This design comes from an exercise in tuning for small area on the open sky130 flow, not from production work.
Only simulation tests tie the RTL to the original design; equivalence was not proved.

the previous run:
==> flow/design.v <==
`timescale 1ns / 1ps
module fp_convert_unit
(
    input             clk,
    input      [63:0] in1,
    input      [63:0] in2,
    input      [2:0]  rounding_mode,
    input             sp_dp,
    input      [2:0]  operation,
    output     [63:0] result,
    output reg        invalid,
    output reg        overflow,
    output reg        underflow,
    output reg        inexact
);
wire [63:0] s0_d;
wire [1:0]  s0_rc;
reg  [63:0] r_d;
reg  [2:0]  r_op;
reg         r_dp;
reg  [1:0]  r_rc;
wire [63:0] s1_res;
wire        s1_inc, s1_cen;
wire        s1_inv, s1_ovf, s1_unf, s1_inx;
reg  [63:0] r_res;
reg         r_inc, r_cen;
cvt_pre u_pre
(
    .in1 (in1),
    .in2 (in2),
    .rm  (rounding_mode),
    .dp  (sp_dp),
    .op  (operation),
    .d   (s0_d),
    .rc  (s0_rc)
);
cvt_core u_core
(
    .d   (r_d),
    .op  (r_op),
    .dp  (r_dp),
    .rc  (r_rc),
    .res (s1_res),
    .inc (s1_inc),
    .cen (s1_cen),
    .inv (s1_inv),
    .ovf (s1_ovf),
    .unf (s1_unf),
    .inx (s1_inx)
);
always @(posedge clk) begin
    r_d       <= s0_d;
    r_op      <= operation;
    r_dp      <= sp_dp;
    r_rc      <= s0_rc;
    r_res     <= s1_res;
    r_inc     <= s1_inc;
    r_cen     <= s1_cen;
    invalid   <= s1_inv;
    overflow  <= s1_ovf;
    underflow <= s1_unf;
    inexact   <= s1_inx;
end
cvt_post u_post (.r(r_res), .inc(r_inc), .cen(r_cen), .res(result));
endmodule
module cvt_post
(
    input  [63:0] r,
    input         inc,
    input         cen,
    output [63:0] res
);
wire [32:0] sum;
cvt_inc #(32) u_inc (.a(r[31:0]), .b(inc), .y(sum));
assign res = {r[63:33], r[32] | (cen & sum[32]), sum[31:0]};
endmodule
module cvt_arb
(
    input  [1:0] rc,
    input        l, g, r, s,
    output       inc
);
assign inc = rc[1] ? (g | (~rc[0] & (r | s))) : (rc[0] & g & (l | r | s));
endmodule
module cvt_inc #(parameter N = 32)
(
    input  [N-1:0] a,
    input          b,
    output [N:0]   y
);
wire [N:0] c;
assign c[0] = b;
genvar i;
generate
    for (i = 0; i < N; i = i + 1) begin : g_bit
        assign y[i]   = a[i] ^ c[i];
        assign c[i+1] = a[i] & c[i];
    end
endgenerate
assign y[N] = c[N];
endmodule
module cvt_pre
(
    input  [63:0] in1,
    input  [63:0] in2,
    input  [2:0]  rm,
    input         dp,
    input  [2:0]  op,
    output [63:0] d,
    output [1:0]  rc
);
wire is_f2i  = ~op[2] & ~op[1];
wire is_i2f  = ~op[2] &  op[1];
wire is_f2f  = &op;
wire is_sgnj = op[2] & ~(op[1] & op[0]);
wire su      = ~op[2] & op[0];
wire sgn = is_i2f ? (~su & in1[31]) : ((dp ^ is_f2f) ? in1[63] : in1[31]);
assign rc = (rm == 3'd0) ? 2'b01 :
            (rm == 3'd2) ? {~su &  sgn, 1'b0} :
            (rm == 3'd3) ? {~su & ~sgn, 1'b0} :
            (rm == 3'd4) ? 2'b11 : 2'b00;
wire [6:0]  ws  = 7'd62 - in1[58:52];
wire [66:0] wx  = {(|in1[62:52]), in1[51:0], 14'b0};
wire [66:0] w6  = ws[6] ? {64'b0, wx[66:64]} : wx;
wire [34:0] w5  = ws[5] ? w6[66:32] : w6[34:0];
wire [18:0] w4  = ws[4] ? w5[34:16] : w5[18:0];
wire [10:0] w3  = ws[3] ? w4[18:8]  : w4[10:0];
wire [6:0]  w2  = ws[2] ? w3[10:4]  : w3[6:0];
wire [4:0]  w1  = ws[1] ? w2[6:2]   : w2[4:0];
wire [3:0]  w0  = ws[0] ? w1[4:1]   : w1[3:0];
wire arb_fi;
cvt_arb u_arb (.rc(rc), .l(w0[3]), .g(w0[2]), .r(w0[1]), .s(w0[0]), .inc(arb_fi));
wire f2i_dp = is_f2i & dp;
wire ineg = is_i2f & ~su & in1[31];
wire [32:0] mag;
cvt_inc #(32) u_neg (.a(in1[31:0] ^ {32{ineg}}), .b(ineg), .y(mag));
wire s1 = dp ? in1[63] : in1[31];
wire s2 = dp ? in2[63] : in2[31];
wire nsign = s2 ^ op[0] ^ (op[1] & s1);
assign d[63] = (is_sgnj & dp)  ? nsign :
               (is_f2i & ~dp)  ? arb_fi :
               is_i2f          ? ineg : in1[63];
assign d[62:32] = in1[62:32];
assign d[31] = (is_sgnj & ~dp) ? nsign : mag[31];
assign d[30:21] = mag[30:21];
assign d[20] = f2i_dp ? arb_fi : mag[20];
assign d[19] = mag[19] | (f2i_dp & in1[20]);
assign d[18:0] = mag[18:0];
endmodule
module cvt_core
(
    input  [63:0] d,
    input  [2:0]  op,
    input         dp,
    input  [1:0]  rc,
    output [63:0] res,
    output        inc,
    output        cen,
    output        inv,
    output        ovf,
    output        unf,
    output        inx
);
wire is_f2i  = ~op[2] & ~op[1];
wire is_i2f  = ~op[2] &  op[1];
wire is_f2f  = &op;
wire is_sgnj = op[2] & ~(op[1] & op[0]);
wire su      = ~op[2] & op[0];
wire f2f_up  = is_f2f &  dp;    
wire f2f_dn  = is_f2f & ~dp;    
wire [10:0] ed = d[62:52];
wire [7:0]  es = d[30:23];
wire x_top  = dp ? ed[10] : es[7];
wire x_mid  = dp ? (|ed[9:5]) : (|es[6:5]);     
wire x_ones = dp ? (&ed[9:1]) : (&es[6:1]);
wire x_lo0  = dp ? ed[0] : es[0];
wire [4:0] x_lo = dp ? ed[4:0] : es[4:0];
wire x_gt31 = x_top & (x_mid | (&x_lo));         
wire x_gt30 = x_top & (x_mid | (&x_lo[4:1]));    
wire x_lt   = ~x_top & ~x_ones;                  
wire x_half = ~x_top & x_ones & ~x_lo0;          
wire man_nz_sp = |d[22:0];
wire man_nz_fd = (|d[19:0]) | (|d[51:21]);        
wire man_nz_dp = man_nz_fd | d[20];
wire fsign = dp ? d[63] : d[31];
wire fnan  = dp ? ((&ed) & man_nz_fd) : ((&es) & man_nz_sp);
wire f_ovf = ~fnan & (su ? (fsign | x_gt31) : x_gt30);
wire f_unf = ~fnan & x_lt;
wire f_max   = ~f_unf & (f_ovf | fnan);
wire f_shift = ~f_unf & ~f_ovf & ~fnan & ~x_half;
wire msel = fsign & ~fnan;
wire fneg = ~su & fsign;
wire [4:0] famt = {~x_lo[4] ^ (&x_lo[3:0]), ~x_lo[3] ^ (&x_lo[2:0]),
                   ~x_lo[2] ^ (&x_lo[1:0]), ~x_lo[1] ^ x_lo[0], x_lo[0]};
wire up_e1   = &es;
wire up_e0   = ~|es;
wire up_nan  = up_e1 & man_nz_sp;
wire up_spec = up_e1 | up_e0;
wire dn_nan = (&ed) & man_nz_dp;
wire dn_ovf = ~dn_nan & ed[10] & ((|ed[9:7]) | (&ed[6:0]));              
wire dn_unf = ~ed[10] & (~ed[9] | ~ed[8] | (~ed[7] & ~(&ed[6:0])));       
wire dn_spec = dn_nan | dn_ovf | dn_unf;
wire [31:0] drev;
genvar gi;
generate
    for (gi = 0; gi < 32; gi = gi + 1) begin : g_rev
        assign drev[gi] = d[31-gi];
    end
endgenerate
wire use_dpm = (is_f2i & dp) | f2f_dn;
wire hid = is_f2i & f_shift;
wire [31:0] fy = use_dpm ? {hid, d[51:21]} : {hid, d[22:0], 8'b0};
wire [31:0] v0 = (is_f2i | f2f_dn) ? fy : drev;
wire spec = dp ? up_spec : dn_spec;
wire fclr = ~f_shift;
wire a4 = is_f2i ? (famt[4] | fclr) : is_i2f ? ~|v0[15:0] : spec;
wire [31:0] v1 = a4 ? {16'b0, v0[31:16]} : v0;
wire a3 = is_f2i ? (famt[3] | fclr) : is_i2f ? ~|v1[7:0] : 1'b1;
wire [31:0] v2 = a3 ? {8'b0, v1[31:8]} : v1;
wire a2 = is_f2i ? (famt[2] | fclr) : is_i2f ? ~|v2[3:0] : spec;
wire [31:0] v3 = a2 ? {4'b0, v2[31:4]} : v2;
wire a1 = is_f2i ? (famt[1] | fclr) : is_i2f ? ~|v3[1:0] : spec;
wire [31:0] v4 = a1 ? {2'b0, v3[31:2]} : v3;
wire a0 = is_f2i ? (famt[0] | fclr) : is_i2f ? ~v4[0] : spec;
wire [31:0] v5 = a0 ? {1'b0, v4[31:1]} : v4;
wire [4:0] lzc = {a4, a3, a2, a1, a0};
wire [31:0] sig;
generate
    for (gi = 0; gi < 32; gi = gi + 1) begin : g_sig
        assign sig[gi] = v5[31-gi];
    end
endgenerate
wire izero = ~|d[31:0];
wire l31 = &lzc;
wire [4:0] t30 = {~lzc[4] ^ (&lzc[3:0]), ~lzc[3] ^ (&lzc[2:0]),
                  ~lzc[2] ^ (&lzc[1:0]), ~lzc[1] ^ lzc[0], lzc[0]};
wire [7:0]  iexp_sp = izero ? 8'd0  : {~l31, {2{l31}}, t30};    
wire [10:0] iexp_dp = izero ? 11'd0 : {~l31, {5{l31}}, t30};    
wire rl = is_i2f ? sig[8]       : d[29];
wire rg = is_i2f ? sig[7]       : d[28];
wire rr = is_i2f ? sig[6]       : d[27];
wire rs = is_i2f ? (|sig[5:0])  : (|d[26:0]);
wire arb_c;
cvt_arb u_arb (.rc(rc), .l(rl), .g(rg), .r(rr), .s(rs), .inc(arb_c));
wire arb = is_f2i ? (dp ? d[20] : d[63]) : arb_c;
wire xt = is_f2i & (f_max ? (su ? ~msel : msel) : fneg);
wire xr = is_f2i & (f_max ? ~msel : fneg);
wire [7:0] dn_exp = (dn_nan | dn_ovf) ? 8'hFF : dn_unf ? 8'h00 : {~ed[7], ed[6:0]};
wire [31:0] inc_o = {(v5[31] ^ xt) | (f2f_dn & d[63] & ~dn_nan),
                     (v5[30:23] ^ {8{xr}}) | ({8{f2f_dn}} & dn_exp),
                     (v5[22] ^ xr) | (f2f_dn & dn_nan),
                     v5[21:0] ^ {22{xr}}};
wire [31:0] inc_a = is_i2f ? {d[63], iexp_sp, sig[30:8]} : inc_o;
assign inc = is_f2i ? (~f_max & ((f_shift & arb) ^ fneg)) : is_i2f ? (~dp & arb) : (f2f_dn & ~dn_nan & arb);
assign cen = f2f_dn;
wire [10:0] up_exp = up_e1 ? 11'h7FF : up_e0 ? 11'h000 : {es[7], {3{~es[7]}}, es[6:0]};
wire        w_sign = is_i2f ? d[63] : (d[31] & ~up_nan);
wire [10:0] w_exp  = is_i2f ? iexp_dp : up_exp;
wire [63:0] wide   = {w_sign, w_exp, sig[30] | (f2f_up & up_nan), sig[29:0], 21'b0};
wire wide_sel = (is_i2f & dp) | f2f_up;
assign res[63:32] = (is_sgnj & dp) ? d[63:32] : wide_sel ? wide[63:32] : 32'd0;
assign res[31:0]  = is_sgnj ? d[31:0] : wide_sel ? wide[31:0] : inc_a;
assign inv = is_f2i & (fnan | f_ovf | f_unf);
assign ovf = is_f2i ? f_ovf : f2f_dn ? dn_ovf : f2f_up ? (up_e1 & ~up_nan) : 1'b0;
assign unf = is_f2i ? f_unf : f2f_dn ? dn_unf : f2f_up ? up_e0 : 1'b0;
assign inx = (is_i2f & ~dp & arb) | (f2f_dn & ~dn_nan & arb);
endmodule
export LEC_CHECK = 0
export ABC_AREA = 1
export CAP_MARGIN = 10
export CORE_MARGIN = 2
export CORE_UTILIZATION = 55
export PLACE_DENSITY = 0.7
export SLEW_MARGIN = 10
create_clock -name core_clock -period 10.0 [get_ports {clk}]
standard.sh (not shown) runs the stock make flow with config.mk's settings and CLKGATE_MAP_FILE= SYNTH_SCRIPT=/design/flow/synth_recipe.tcl, a recipe that flattens the netlist after the stock synthesis.
==> flow/flow/run.sh <==
#!/bin/bash
# Standard ORFS flow with these changes:
#  - synthesis maps with an area-oriented ABC script (flow/abc_area.script)
#    in place of ORFS's abc_area.script; the rest of synthesis is the standard flow's;
#  - port buffers use the smallest buffer cell;
#  - clock tree: clkbuf_8 clusters, no dummy loads.
set -u
W=$(pwd)
rm -rf "$W/scripts_local"
cp -r "$FLOW_HOME/scripts" "$W/scripts_local"
cp "$W/flow/abc_area.script" "$W/scripts_local/abc_area.script"
CTS="-sink_clustering_enable -repair_clock_nets -dont_use_dummy_load -buf_list sky130_fd_sc_hd__clkbuf_8 -sink_clustering_size 30 -sink_clustering_max_diameter 60"
bash standard.sh SCRIPTS_DIR="$W/scripts_local" synth > "$W/synth.log" 2>&1 || { echo "synth failed"; exit 1; }
bash standard.sh BUFFER_PORTS_ARGS="-buffer_cell sky130_fd_sc_hd__buf_1" CTS_ARGS="$CTS" finish > "$W/layout.log" 2>&1 || { echo "layout failed"; exit 1; }
==> flow/flow/abc_area.script <==
strash
&get -n
&deepsyn -T 90
&put
dch -f
amap
topo
Input changes introduced in the current run (baseline for comparison: the previous run):
--- a/flow/design.v
+++ b/flow/design.v
@@ -19,12 +19,12 @@
 reg  [2:0]  r_op;
 reg         r_dp;
 reg  [1:0]  r_rc;
 wire [63:0] s1_res;
-wire        s1_inc, s1_cen;
+wire        s1_inc;
 wire        s1_inv, s1_ovf, s1_unf, s1_inx;
 reg  [63:0] r_res;
-reg         r_inc, r_cen;
+reg         r_inc;
 cvt_pre u_pre
 (
     .in1 (in1),
     .in2 (in2),
@@ -41,9 +41,8 @@
     .dp  (r_dp),
     .rc  (r_rc),
     .res (s1_res),
     .inc (s1_inc),
-    .cen (s1_cen),
     .inv (s1_inv),
     .ovf (s1_ovf),
     .unf (s1_unf),
     .inx (s1_inx)
@@ -54,15 +53,14 @@
     r_dp      <= sp_dp;
     r_rc      <= s0_rc;
     r_res     <= s1_res;
     r_inc     <= s1_inc;
-    r_cen     <= s1_cen;
     invalid   <= s1_inv;
     overflow  <= s1_ovf;
     underflow <= s1_unf;
     inexact   <= s1_inx;
 end
-cvt_post u_post (.r(r_res), .inc(r_inc), .cen(r_cen), .res(result));
+cvt_post u_post (.r(r_res), .inc(r_inc), .cen(inexact), .res(result));
 endmodule
 module cvt_post
 (
     input  [63:0] r,
@@ -154,9 +152,8 @@
     input         dp,
     input  [1:0]  rc,
     output [63:0] res,
     output        inc,
-    output        cen,
     output        inv,
     output        ovf,
     output        unf,
     output        inx
@@ -251,9 +248,8 @@
                      (v5[22] ^ xr) | (f2f_dn & dn_nan),
                      v5[21:0] ^ {22{xr}}};
 wire [31:0] inc_a = is_i2f ? {d[63], iexp_sp, sig[30:8]} : inc_o;
 assign inc = is_f2i ? (~f_max & ((f_shift & arb) ^ fneg)) : is_i2f ? (~dp & arb) : (f2f_dn & ~dn_nan & arb);
-assign cen = f2f_dn;
 wire [10:0] up_exp = up_e1 ? 11'h7FF : up_e0 ? 11'h000 : {es[7], {3{~es[7]}}, es[6:0]};
 wire        w_sign = is_i2f ? d[63] : (d[31] & ~up_nan);
 wire [10:0] w_exp  = is_i2f ? iexp_dp : up_exp;
 wire [63:0] wide   = {w_sign, w_exp, sig[30] | (f2f_up & up_nan), sig[29:0], 21'b0};
Findings:
Final cycle utilization of the critical path was higher in the previous run than in the current run.
The current run against the previous run: count of clock tree sinks saw a decrease; final period demand of the worst path decreased 0.42 ns; count of plain and timing-repair buffers lower.
[compare] base=the previous run new=the current run: net count of the mapped netlist went down by about 1.6%; wire length went down about 4.7%.
Final area was higher in the previous run than in the current run.
On floorplan die area, the current run and the previous run are neck and neck.
The current run ended up with a higher worst setup slack than the previous run did.
Worst hold slack: the current run vs the previous run up 0.0085 ns
Sort the current run and the previous run by placed standard-cell area asc -> top: the current run
met1 routed wirelength after detailed routing of the current run falls short of that of the previous run by a few percent.

static timing again, ports no longer ideal:
Ports are ideal in the flow. The routed layouts listed here were re-timed in OpenROAD.
Step 1 sets driving cells, clkbuf_16 on the clock port and buf_2 on the other inputs (assumed; they add their load-dependent delay and slew).
Step 2 also shifts input and output timing later by t, the mid clock arrival at the registers, as if the neighbouring blocks saw the same clock.
Three values: ideal, step 1, step 2; two values: the first two.
run | t, ns | setup WS [ns] | hold slack, ns | worst register clock-pin slew, ns
the previous run | 0.476 | 0.589 / 0.606 / 0.131 | 0.488 / 0.488 / 0.488 | 0.09 / 0.09
the current run | 0.482 | 1.008 / 0.967 / 0.581 | 0.497 / 0.497 / 0.497 | 0.08 / 0.08
After both steps setup and hold are still met in every run listed. For the previous run, which loses most, drivers alone change the setup slack by +0.017 ns; drivers and shift together by -0.458 ns.
